This design comes from an exercise in tuning for small area and a short achievable clock period on the open sky130 flow, not from production work.
At most, simulation tests tie the RTL to the original design; equivalence was not proved.
Power figures rest on the tool's default switching activity, not on a simulated workload.

== green ==
// Vcpu32Alu
module Vcpu32Alu (
   input    wire          clk,
   input    wire[0:31]    a,
   input    wire[0:31]    b,
   input    wire[0:7]     ac,
   output   wire[0:31]    r,
   output   wire          c,
   output   wire          n,
   output   wire          z,
   output   wire          err
   );
For scale: roughly 90 flip-flops, about 5100 um^2 of cells after synthesis.
export LEC_CHECK = 0
export CAP_MARGIN = 20
export CORE_MARGIN = 2
export CORE_UTILIZATION = 40
export CTS_BUF_LIST = sky130_fd_sc_hd__clkbuf_4 sky130_fd_sc_hd__clkbuf_8
export SETUP_SLACK_MARGIN = 3.2
export SLEW_MARGIN = 20
create_clock -name core_clock -period 5.5 [get_ports {clk}]
standard.sh (not shown) runs the stock make flow with config.mk's settings and CLKGATE_MAP_FILE= SYNTH_SCRIPT=/design/flow/synth_recipe.tcl, a recipe that flattens the netlist after the stock synthesis.
==> flow/flow/run.sh <==
#!/bin/bash
# Layout flow: the standard layout (standard.sh: the standard synthesis script and ORFS steps), with
# two changes:
#  - each input and output port is buffered with a plain sky130_fd_sc_hd__buf_1 (PORT_BUF) rather than
#    the delay buffer that buffer_ports picks by default;
#  - the 4-input multiplexer cells (slow select inputs) are added to the platform's don't-use list
#    (EXTRA_DONT_USE), so synthesis builds the A pre-shift from 2-input multiplexers.
# The whole make output goes to standard_flow.log in the work folder; ORFS's per-step logs are
# under orfs/logs/.
set -euo pipefail
cd "$(dirname "${BASH_SOURCE[0]}")/.."
PORT_BUF=sky130_fd_sc_hd__buf_1
EXTRA_DONT_USE="sky130_fd_sc_hd__mux4_1 sky130_fd_sc_hd__mux4_2 sky130_fd_sc_hd__mux4_4"
export BUFFER_PORTS_ARGS="-buffer_cell ${PORT_BUF}"
# the platform's own don't-use list, as ORFS's make computes it
PLATFORM_DONT_USE=$(make -s -C "$FLOW_HOME" DESIGN_CONFIG="$PWD/config.mk" WORK_HOME="$PWD/orfs" \
  print-DONT_USE_CELLS 2> dont_use_probe.log | sed -n 's/^DONT_USE_CELLS: *//p')
echo "platform don't-use: $PLATFORM_DONT_USE" > dont_use.log
[[ -n "$PLATFORM_DONT_USE" ]]
bash standard.sh "DONT_USE_CELLS=${PLATFORM_DONT_USE} ${EXTRA_DONT_USE}" finish > standard_flow.log 2>&1
Input changes introduced in orange (baseline for comparison: green):
Settings: SETUP_SLACK_MARGIN: 3.2 -> 3.0.
Results
- Per the comparison of orange with green, area added between synthesis and finish dropped 7.2 points, relative contribution of the clock network to total power climbed 2.7 points, met3 track utilization from global routing climbed 0.99 points.
- orange ended up with a lower combinational power share than green did.
- green -> orange: die area delta 0, exact match
- [compare] base=green new=orange: clock period minus final worst setup slack went up 78 ps, slack of the worst reg-to-reg path went down 80 ps, fmax went down about 3.2%.
- Average vias per placed instance: lower on orange
- Floorplan die height came out exactly the same in orange and green.
Function was not checked in any run of this note: the RTL went through the layout flow alone.

Setup of job 101:
Another version of the RTL of Vcpu32Alu (not shown whole).
Size: roughly 510 cells after synthesis, ~110 I/O pins.
clock: 5.5 ns
lec_check: 0
cap_margin: 20
core_margin: 2
core_utilization: 40
cts_buf_list: sky130_fd_sc_hd__clkbuf_4 sky130_fd_sc_hd__clkbuf_8
setup_slack_margin: 3.0
slew_margin: 20
Scripts as last shown in full above: flow/flow/run.sh
> inputs changed (job 101 -> job 102)
diff --git a/flow/config.mk b/flow/config.mk
--- a/flow/config.mk
+++ b/flow/config.mk
@@ -9,4 +9,6 @@
 export CORE_MARGIN = 2
-export CORE_UTILIZATION = 40
+export CORE_UTILIZATION = 60
 export CTS_BUF_LIST = sky130_fd_sc_hd__clkbuf_4 sky130_fd_sc_hd__clkbuf_8
+export CTS_CLUSTER_DIAMETER = 80
+export CTS_CLUSTER_SIZE = 30
 export SETUP_SLACK_MARGIN = 3.0
--- outcome ---
Comparing job 102 and job 101, the higher number of instances resized during post-cts repair is on job 101.
Job 102 vs job 101, fraction of power consumed by the clock network went up by 1.8 points.
STATUS setup slack: job 102 wins against job 101
When job 102 is measured against job 101, its met1 track utilization from global routing turns out 10 points higher.
In the tables for job 102 and job 101, die area reads higher with job 101.
Taking job 102 over job 101, the chip height ratio works out to 0.823.
| final clock period utilization by the worst path | higher: job 101 |
Detailed route, job 102 vs job 101: via total higher for job 102
Fmax (job 102 vs. job 101) increases slightly

v17:
Starting RTL as in the previous note.
==> flow/design.v (excerpt) <==
module Vcpu32Alu (
   input    wire          clk,
   input    wire[0:31]    a,
   input    wire[0:31]    b,
   input    wire[0:7]     ac,
   output   wire[0:31]    r,
   output   wire          c,
   output   wire          n,
   output   wire          z,
   output   wire          err
   );
   wire [31:0] A   = a;
   wire [31:0] B   = b;
   wire        cin = ac[0];
   wire        invB = ac[1];
   wire [1:0]  sh  = ac[3:4];
   wire [2:0]  op  = ac[5:7];
   wire isAdd = ( op == 3'd3 );
   wire selA  = ( op == 3'd1 );
   wire selB  = ( op == 3'd2 );
   wire selAnd = ( op == 3'd5 );
   wire selOr  = ( op == 3'd6 );
   wire selXor = ( op == 3'd7 );
   wire [31:0] tA = ( sh == 2'd0 ) ? A :
                    ( sh == 2'd1 ) ? { A[30:0], 1'b0 } :
                    ( sh == 2'd2 ) ? { A[29:0], 2'b00 } :
                                     { A[28:0], 3'b000 };
   wire [3:0]  fT = { selA | selB | selAnd | selOr,          
                      selA | isAdd | selOr | selXor,         
                      selB | isAdd | selOr | selXor,         
                      1'b0 };                                
   wire [3:0]  uT = invB ? { fT[2], fT[3], fT[0], fT[1] } : fT;
   wire        gP = isAdd & ~invB;                          
   wire        gN = isAdd & invB;                           
   wire [31:0] g  = tA & (( B & { 32 { gP }} ) | ( ~B & { 32 { gN }} ));
   wire        cinA = cin & isAdd;
   wire [31:0] tL = ( tA & B & { 32 { uT[3] }} ) | ( tA & ~B & { 32 { uT[2] }} ) | ( ~tA & B & { 32 { uT[1] }} ) |
                    ( ~tA & ~B & { 32 { uT[0] }} );
   wire [31:0] p  = tL;
   wire s1c0_g0_1 = g[1] | ( p[1] & g[0] );
   wire s1c0_p0_1 = p[1] & p[0];
   wire sum_0 = tL[0] ^ cinA;
   wire sum_1 = tL[1] ^ ( g[0] | ( p[0] & cinA ));
   wire gco_0 = ( s1c0_g0_1 | ( s1c0_p0_1 & cinA ));
   wire s1c1_g0_1 = g[3] | ( p[3] & g[2] );
   wire s1c1_p0_1 = p[3] & p[2];
   wire sum_2 = tL[2];
   wire sum_3 = tL[3] ^ g[2];
   wire gco_1 = s1c1_g0_1;
   wire s1c2_g0_1 = g[5] | ( p[5] & g[4] );
   wire s1c2_p0_1 = p[5] & p[4];
   wire sum_4 = tL[4];
   wire sum_5 = tL[5] ^ g[4];
   wire gco_2 = s1c2_g0_1;
   wire s1c3_g0_1 = g[7] | ( p[7] & g[6] );
   wire s1c3_p0_1 = p[7] & p[6];
   wire sum_6 = tL[6];
   wire sum_7 = tL[7] ^ g[6];
   wire gco_3 = s1c3_g0_1;
  ...
clock: 5.5 ns
lec_check: 0
cap_margin: 20
core_margin: 2
core_utilization: 40
cts_buf_list: sky130_fd_sc_hd__clkbuf_2 sky130_fd_sc_hd__clkbuf_4
cts_cluster_diameter: 100
cts_cluster_size: 40
setup_slack_margin: 3.0
slew_margin: 20
==> flow/flow/run.sh <==
#!/bin/bash
# Layout flow: the standard layout (standard.sh, the standard synthesis and ORFS steps unchanged),
# except that each input and output port is buffered with a plain sky130_fd_sc_hd__buf_N cell
# (PORT_BUF below) rather than the delay buffer that buffer_ports picks by default.
# The whole make output goes to standard_flow.log in the work folder; ORFS's per-step logs are
# under orfs/logs/.
set -euo pipefail
cd "$(dirname "${BASH_SOURCE[0]}")/.."
PORT_BUF=sky130_fd_sc_hd__buf_1
export BUFFER_PORTS_ARGS="-buffer_cell ${PORT_BUF}"
bash standard.sh finish > standard_flow.log 2>&1
Here is what was changed in the inputs of v52 compared with v17.
- removing CTS_CLUSTER_DIAMETER (formerly 100)
- changing CTS_BUF_LIST from sky130_fd_sc_hd__clkbuf_2 sky130_fd_sc_hd__clkbuf_4 to sky130_fd_sc_hd__clkbuf_4 sky130_fd_sc_hd__clkbuf_8
- changing CORE_UTILIZATION from 40 to 75
- removing CTS_CLUSTER_SIZE (formerly 40)
==> flow/flow/run.sh <==
#!/bin/bash
# Layout flow: the standard layout (standard.sh: the standard synthesis script and ORFS steps), with
# two changes:
#  - each input and output port is buffered with a plain sky130_fd_sc_hd__buf_1 (PORT_BUF) rather than
#    the delay buffer that buffer_ports picks by default;
#  - the 4-input multiplexer cells (slow select inputs) are added to the platform's don't-use list
#    (EXTRA_DONT_USE), so synthesis builds the A pre-shift from 2-input multiplexers.
# The whole make output goes to standard_flow.log in the work folder; ORFS's per-step logs are
# under orfs/logs/.
set -euo pipefail
cd "$(dirname "${BASH_SOURCE[0]}")/.."
PORT_BUF=sky130_fd_sc_hd__buf_1
EXTRA_DONT_USE="sky130_fd_sc_hd__mux4_1 sky130_fd_sc_hd__mux4_2 sky130_fd_sc_hd__mux4_4"
export BUFFER_PORTS_ARGS="-buffer_cell ${PORT_BUF}"
# the platform's own don't-use list, as ORFS's make computes it
PLATFORM_DONT_USE=$(make -s -C "$FLOW_HOME" DESIGN_CONFIG="$PWD/config.mk" WORK_HOME="$PWD/orfs" \
  print-DONT_USE_CELLS 2> dont_use_probe.log | sed -n 's/^DONT_USE_CELLS: *//p')
echo "platform don't-use: $PLATFORM_DONT_USE" > dont_use.log
[[ -n "$PLATFORM_DONT_USE" ]]
bash standard.sh "DONT_USE_CELLS=${PLATFORM_DONT_USE} ${EXTRA_DONT_USE}" finish > standard_flow.log 2>&1
--- outcome ---
When v52 is set beside v17, its minimum setup slack among reg-to-reg paths turns out to be 0.08 ns smaller.
Average wire length per cell after detail routing, v52 vs v17: up by more than 10%
Re fraction of power consumed by combinational cells: v17 was higher than v52.
Summary: with v17 as the reference, routed wire length in v52 moved up by a few percent.
Inputs modified between v52 and v28:
- SETUP_SLACK_MARGIN now 3.5, was 3.0
- CORE_UTILIZATION now 40, was 75
Results
Each of the runs, namely v52 and v28, reached the end of the flow and came out clean.
v28 vs v52: count of filler cells inserted in the layout up by more than 100%
Re final wirelength: v52 was lower than v28.
v28 vs v52, worst IR drop on VDD went down by about 70%.

== xenon ==
Vcpu32Alu, a different RTL version from the one above (not shown whole).
For scale: about 770 cells after synthesis, about 70 flip-flops, roughly 110 I/O pins, roughly 0.0066 mm² of cells after synthesis.
clock: 5.5 ns
lec_check: 0
cap_margin: 20
core_margin: 2
core_utilization: 40
slew_margin: 20
run.sh (not shown) runs the stock make flow with config.mk's settings and CLKGATE_MAP_FILE= SYNTH_SCRIPT=/design/flow/synth_recipe.tcl, a recipe that flattens the netlist after the stock synthesis.
Stock flow here: none of the scripts above is used.
The inputs of juniper differ from those of xenon as listed below.
Settings: setting SETUP_SLACK_MARGIN to 3.5 for the first time.
==> comparison <==
- juniper ran to completion and came out clean on the timing, DRC and antenna checks.
- Non-clock buffer count grows by more than half when moving from xenon to juniper.
- Taking xenon as the reference point, the wire length on met2 of juniper rises by about 19%.
- Going from xenon to juniper, the post-CTS setup-driven buffer insertion count was found to have gone up by 48.
- Of the two values seen for cell with the biggest individual delay on the critical path, sky130_fd_sc_hd__clkdlybuf4s50_1 was produced by xenon and sky130_fd_sc_hd__mux4_2 by juniper.
- Comparing juniper and xenon, half-perimeter wire length of the detailed placement result is higher on juniper.
- For xenon, the startpoint of the most critical setup path was ac[3], unlike juniper, where it was ac[4].
Input-level comparison between fjord and juniper:
Settings: changing SETUP_SLACK_MARGIN from 3.5 to 2.5.
[summary]
Comparing fjord and juniper, the lower post-layout utilization of the core was measured on fjord. Total power in fjord is about 5% lower than in juniper. In the reports for fjord and juniper, the larger wire length on met1 belongs to juniper. Per the comparison of fjord with juniper, non-clock buffer count in the final layout has decreased, final cell count now smaller, minimum setup slack after placement went down. In the metrics for fjord and juniper, the one carrying the higher maximum frequency is juniper. Clock network fraction of total power, fjord and juniper: larger value in fjord. On clock latency on the worst-skew pair, fjord and juniper are neck and neck. Final design area excluding fillers: fjord better than juniper. A most common library cell in the layout ignoring fill and taps of sky130_fd_sc_hd__clkdlybuf4s50_1 is what fjord shows, while sky130_fd_sc_hd__buf_4 belongs to juniper. In fjord relative to juniper, total routed wirelength had gone down by a few percent.
Function was not checked in any run of this note: the RTL went through the layout flow alone.

JK:
Another version of the RTL of Vcpu32Alu (not shown whole).
Size in the first run: roughly 82 flip-flops, roughly 110 I/O pins, ~5200 µm² of cells after synthesis.
export LEC_CHECK = 0
export CAP_MARGIN = 20
export CORE_MARGIN = 2
export CORE_UTILIZATION = 60
export CTS_BUF_LIST = sky130_fd_sc_hd__clkbuf_4 sky130_fd_sc_hd__clkbuf_8
export SETUP_SLACK_MARGIN = 3.0
export SLEW_MARGIN = 20
export SYNTH_HIERARCHICAL = 1
create_clock -name core_clock -period 5.5 [get_ports {clk}]
standard.sh (not shown) runs the stock make flow with config.mk's settings and CLKGATE_MAP_FILE= SYNTH_SCRIPT=/design/flow/synth_recipe.tcl, a recipe that flattens the netlist after the stock synthesis.
==> flow/flow/run.sh <==
#!/bin/bash
# Layout flow: the standard layout (standard.sh: the standard synthesis script and ORFS steps), with
# two changes:
#  - each input and output port is buffered with a plain sky130_fd_sc_hd__buf_1 (PORT_BUF) rather than
#    the delay buffer that buffer_ports picks by default;
#  - the 4-input multiplexer cells (slow select inputs) are added to the platform's don't-use list
#    (EXTRA_DONT_USE), so synthesis builds the A pre-shift from 2-input multiplexers.
# The whole make output goes to standard_flow.log in the work folder; ORFS's per-step logs are
# under orfs/logs/.
set -euo pipefail
cd "$(dirname "${BASH_SOURCE[0]}")/.."
PORT_BUF=sky130_fd_sc_hd__buf_1
EXTRA_DONT_USE="sky130_fd_sc_hd__mux4_1 sky130_fd_sc_hd__mux4_2 sky130_fd_sc_hd__mux4_4"
export BUFFER_PORTS_ARGS="-buffer_cell ${PORT_BUF}"
# the platform's own don't-use list, as ORFS's make computes it
PLATFORM_DONT_USE=$(make -s -C "$FLOW_HOME" DESIGN_CONFIG="$PWD/config.mk" WORK_HOME="$PWD/orfs" \
  print-DONT_USE_CELLS 2> dont_use_probe.log | sed -n 's/^DONT_USE_CELLS: *//p')
echo "platform don't-use: $PLATFORM_DONT_USE" > dont_use.log
[[ -n "$PLATFORM_DONT_USE" ]]
bash standard.sh "DONT_USE_CELLS=${PLATFORM_DONT_USE} ${EXTRA_DONT_USE}" finish > standard_flow.log 2>&1
[inputs] AL vs JK
# JK
export LEC_CHECK = 0
export CAP_MARGIN = 20
export CORE_MARGIN = 2
export CORE_UTILIZATION = 60
export CTS_BUF_LIST = sky130_fd_sc_hd__clkbuf_4 sky130_fd_sc_hd__clkbuf_8
export SETUP_SLACK_MARGIN = 3.0
export SLEW_MARGIN = 20
export SYNTH_HIERARCHICAL = 1
create_clock -name core_clock -period 5.5 [get_ports {clk}]
# AL
export LEC_CHECK = 0
export CAP_MARGIN = 20
export CORE_MARGIN = 2
export CORE_UTILIZATION = 40
export CTS_BUF_LIST = sky130_fd_sc_hd__clkbuf_4 sky130_fd_sc_hd__clkbuf_8
export SETUP_SLACK_MARGIN = 2.5
export SLEW_MARGIN = 20
export SYNTH_HIERARCHICAL = 1
create_clock -name core_clock -period 5.5 [get_ports {clk}]
==> flow/flow/run.sh <==
#!/bin/bash
# Layout flow: the standard layout (standard.sh, the standard synthesis and ORFS steps unchanged),
# except that each input and output port is buffered with a plain sky130_fd_sc_hd__buf_N cell
# (PORT_BUF below) rather than the delay buffer that buffer_ports picks by default.
# The whole make output goes to standard_flow.log in the work folder; ORFS's per-step logs are
# under orfs/logs/.
set -euo pipefail
cd "$(dirname "${BASH_SOURCE[0]}")/.."
PORT_BUF=sky130_fd_sc_hd__buf_1
export BUFFER_PORTS_ARGS="-buffer_cell ${PORT_BUF}"
bash standard.sh finish > standard_flow.log 2>&1
## What came out
AL vs. JK: total power of the final layout moved down, die area went up 4800 µm².
JK reports its standard cell with the maximum stage delay on the critical path as dfxtp_2 while AL reports buf_2.
The detailed-routing wirelength on met1 in AL sits about 2.2% above the value recorded for JK.
No run of this note included a check of the RTL's function; only the layout flow was run.

-- re-timing with driven ports --
No port has a modelled driver above. Below, the same layouts with a new extraction and two added sets of constraints.
Step 1 assumes that a clkbuf_16 drives the clock port and a buf_2 every other input.
Step 2, shift: input delay + t, output delay - t, t = (earliest + latest rising clock arrival at the registers) / 2. This alone moves slack from input paths to output paths.
Slacks: ideal ports / drivers / drivers and shift; pairs: ideal ports / drivers.
run	t, ns	setup WS [ns]	hold slack, ns	latest minus earliest clock arrival (ns)	slew at the worst register clock pin (ns)
green	0.372	3.139 / 3.139 / 2.895	0.440 / 0.440 / 0.440	0.011 / 0.011	0.08 / 0.08
orange	0.371	3.060 / 3.060 / 2.750	0.446 / 0.446 / 0.446	0.014 / 0.013	0.09 / 0.09
job 101	0.374	3.041 / 3.012 / 2.703	0.493 / 0.493 / 0.493	0.014 / 0.014	0.09 / 0.09
job 102	0.368	3.058 / 3.034 / 2.731	0.469 / 0.469 / 0.469	0.011 / 0.011	0.08 / 0.08
v17	0.434	2.979 / 2.951 / 2.662	0.421 / 0.421 / 0.421	0.021 / 0.021	0.12 / 0.12
v52	0.378	2.877 / 2.848 / 2.734	0.465 / 0.465 / 0.465	0.015 / 0.015	0.09 / 0.09
v28	0.371	3.046 / 3.020 / 2.805	0.453 / 0.453 / 0.453	0.012 / 0.012	0.08 / 0.08
xenon	0.362	1.608 / 1.623 / 1.261	0.416 / 0.416 / 0.416	0.006 / 0.006	0.06 / 0.06
juniper	0.355	2.572 / 2.489 / 2.133	0.417 / 0.417 / 0.417	0.006 / 0.007	0.05 / 0.05
fjord	0.360	2.461 / 2.420 / 2.060	0.422 / 0.422 / 0.422	0.007 / 0.008	0.05 / 0.05
JK	0.372	3.067 / 3.040 / 2.733	0.434 / 0.434 / 0.434	0.014 / 0.014	0.08 / 0.08
AL	0.371	2.640 / 2.646 / 2.275	0.431 / 0.431 / 0.431	0.018 / 0.018	0.09 / 0.09
After both steps setup and hold are still met in every run listed. For juniper, which loses most, drivers alone change the setup slack by -0.083 ns; drivers and shift together by -0.439 ns.
